This is an optimization exercise on Yosys and OpenROAD, whose aim is small area, not a production implementation.
Function was checked by simulation only, so behaviour that the tests miss may differ from the original.

## P
Design Attention_top, start of the top module:
module Attention_top #(
    parameter INPUT_WIDTH = 8,
    parameter NUM_CODE_WIDTH = 5,
    parameter MATRIX_SIZE = 3,
    parameter ADDR_WIDTH = $clog2(MATRIX_SIZE**2<<2),
    parameter OUTPUT_WIDTH = $clog2(MATRIX_SIZE*(2**INPUT_WIDTH))-1
)(
    input clk,
    input reset_n,
    input start,
    input softmax_req,DATA_write_EN,
    input  [INPUT_WIDTH*MATRIX_SIZE-1:0] Q_INPUT,
    input [INPUT_WIDTH*MATRIX_SIZE-1:0] MATRIX_INPUT,
    output [MATRIX_SIZE*OUTPUT_WIDTH-1:0] Output_RESULT,
    input output_req
);
    reg [2:0] csel;          
    reg [2:0] ph;            
    reg [2:0] osel;          
    wire act = csel[0] | csel[1] | csel[2];
    wire last = act & ph[1];   
    always @(posedge clk or negedge reset_n) begin
        if (!reset_n) begin
            csel <= 3'b000;
        end else begin
            if (start) csel <= 3'b001;
            else if (ph[1]) csel <= {csel[1:0], 1'b0};
        end
    end
    always @(posedge clk) begin
        ph <= start ? 3'b100 : {ph[1:0], ph[2]};
        if (~output_req) osel <= {ph[1:0], ph[2]};
    end
    reg [23:0] qw0, qw1, qw2;
    always @(posedge clk) begin
        if (DATA_write_EN | last) begin
            qw0 <= Q_INPUT;
            qw1 <= qw0;
            qw2 <= qw1;
        end
    end
    reg [7:0] kc0 [0:2];    
    reg [7:0] kc1 [0:2];
    reg [7:0] kc2 [0:2];
    always @(posedge clk) begin
        if (DATA_write_EN | act) begin
            kc0[0] <= kc0[1]; kc0[1] <= kc0[2];
            kc0[2] <= DATA_write_EN ? MATRIX_INPUT[23:16] : kc0[0];
            kc1[0] <= kc1[1]; kc1[1] <= kc1[2];
            kc1[2] <= DATA_write_EN ? MATRIX_INPUT[15:8] : kc1[0];
            kc2[0] <= kc2[1]; kc2[1] <= kc2[2];
            kc2[2] <= DATA_write_EN ? MATRIX_INPUT[7:0] : kc2[0];
        end
    end
    wire [3:0] one0, two0, neg0, one1, two1, neg1, one2, two2, neg2;
    booth_enc4 kenc0 (.k(kc0[0]), .one(one0), .two(two0), .neg(neg0));
    booth_enc4 kenc1 (.k(kc1[0]), .one(one1), .two(two1), .neg(neg1));
    booth_enc4 kenc2 (.k(kc2[0]), .one(one2), .two(two2), .neg(neg2));
    wire [8:0] y;
  ...
export LEC_CHECK = 0
export ABC_AREA = 1
export CAP_MARGIN = 20
export CORE_MARGIN = 2
export CORE_UTILIZATION = 75
export CTS_CLUSTER_DIAMETER = 100
export CTS_CLUSTER_SIZE = 30
export SLEW_MARGIN = 20
create_clock -name core_clock -period 5.0 [get_ports {clk}]
standard.sh (not shown) runs the stock make flow with config.mk's settings and CLKGATE_MAP_FILE= SYNTH_SCRIPT=/design/flow/synth_recipe.tcl, a recipe that flattens the netlist after the stock synthesis.
==> flow/flow/run.sh <==
#!/bin/bash
# Own layout flow: the standard ORFS flow (standard.sh, unchanged synthesis),
# with the port buffers made of the smallest buffer cell (sky130_fd_sc_hd__buf_1)
# instead of the default choice, and clock tree synthesis without dummy loads.
# Every input and output port still gets a buffer.
set -euo pipefail
cd "$(dirname "$0")/.."
bash standard.sh "BUFFER_PORTS_ARGS=-buffer_cell sky130_fd_sc_hd__buf_1" \
  "CTS_ARGS=-sink_clustering_enable -repair_clock_nets -sink_clustering_size 30 -sink_clustering_max_diameter 100 -dont_use_dummy_load" \
  finish > flow_standard.log 2>&1
P went all the way through the flow, and no timing, DRC or antenna check failed.
Modified inputs, R compared to P
==> flow/flow/run.sh <==
#!/bin/bash
# Own layout flow: the standard ORFS flow (standard.sh, unchanged synthesis),
# with the port buffers made of the smallest buffer cell (sky130_fd_sc_hd__buf_1)
# instead of the default choice. Every input and output port still gets a buffer.
set -euo pipefail
cd "$(dirname "$0")/.."
bash standard.sh "BUFFER_PORTS_ARGS=-buffer_cell sky130_fd_sc_hd__buf_1" finish > flow_standard.log 2>&1
Results
- When the final numbers for R and P were put side by side, the met1 routing resource usage after global routing turned out to be greater in P.
- Summary of R over P: post-route cell area neither gained nor lost much, maximum frequency neither gained nor lost much.
- For R, the capture point of the critical path was rs0[17]$_DFF_P_, unlike P, where it was rs0[26]$_DFF_P_.

---

Attention_top, a different RTL version from the one above (not shown whole).
For scale: about 1100 cells after synthesis, roughly 240 flip-flops, roughly 81 I/O pins, ~0.012 mm2 of cells after synthesis.
export LEC_CHECK = 0
export ABC_AREA = 1
export CAP_MARGIN = 0
export CORE_MARGIN = 2
export CORE_UTILIZATION = 60
export GPL_TIMING_DRIVEN = 0
export SLEW_MARGIN = 0
create_clock -name core_clock -period 5.0 [get_ports {clk}]
run.sh (not shown) runs the stock make flow with config.mk's settings and CLKGATE_MAP_FILE= SYNTH_SCRIPT=/design/flow/synth_recipe.tcl, a recipe that flattens the netlist after the stock synthesis.
Stock flow here: none of the scripts above is used.
Change:
--- a/flow/config.mk
+++ b/flow/config.mk
@@ -9,5 +9,5 @@
 export CAP_MARGIN = 0
 export CORE_MARGIN = 2
-export CORE_UTILIZATION = 60
-export GPL_TIMING_DRIVEN = 0
+export CORE_UTILIZATION = 70
+export CTS_BUF_LIST = sky130_fd_sc_hd__clkbuf_4
 export SLEW_MARGIN = 0
Result: The new run produced a clean layout. Via count grows by a little under a tenth. Synthesized area does not change. Final area climbs slightly.

static timing again, ports no longer ideal:
The flow's constraints put no driver on any port. The routed layouts listed below were extracted and timed again, unchanged, in two steps.
Step 1 assumes that a clkbuf_16 drives the clock port and a buf_2 every other input.
Step 2 moves the port delays by t, midway between the first and last clock arrival at a register: inputs arrive t later, outputs are due t later. That takes back most of the time a late clock gives input paths.
a / b / c = ideal ports / drivers / drivers and shift; a / b = the first two.
run | shift t [ns] | setup slack, ns | worst setup path at the end | slew at the worst register clock pin (ns)
P | 0.497 | 0.291 / 0.291 / 0.291 | register to register | 0.11 / 0.11
R | 0.506 | 0.296 / 0.296 / 0.296 | register to register | 0.11 / 0.11
the first run of note 2 | 0.572 | 0.109 / 0.109 / 0.109 | register to register | 0.06 / 0.06
the second run of note 2 | 0.715 | 0.101 / 0.101 / 0.101 | register to register | 0.08 / 0.08
After both steps setup and hold are still met in every run listed.
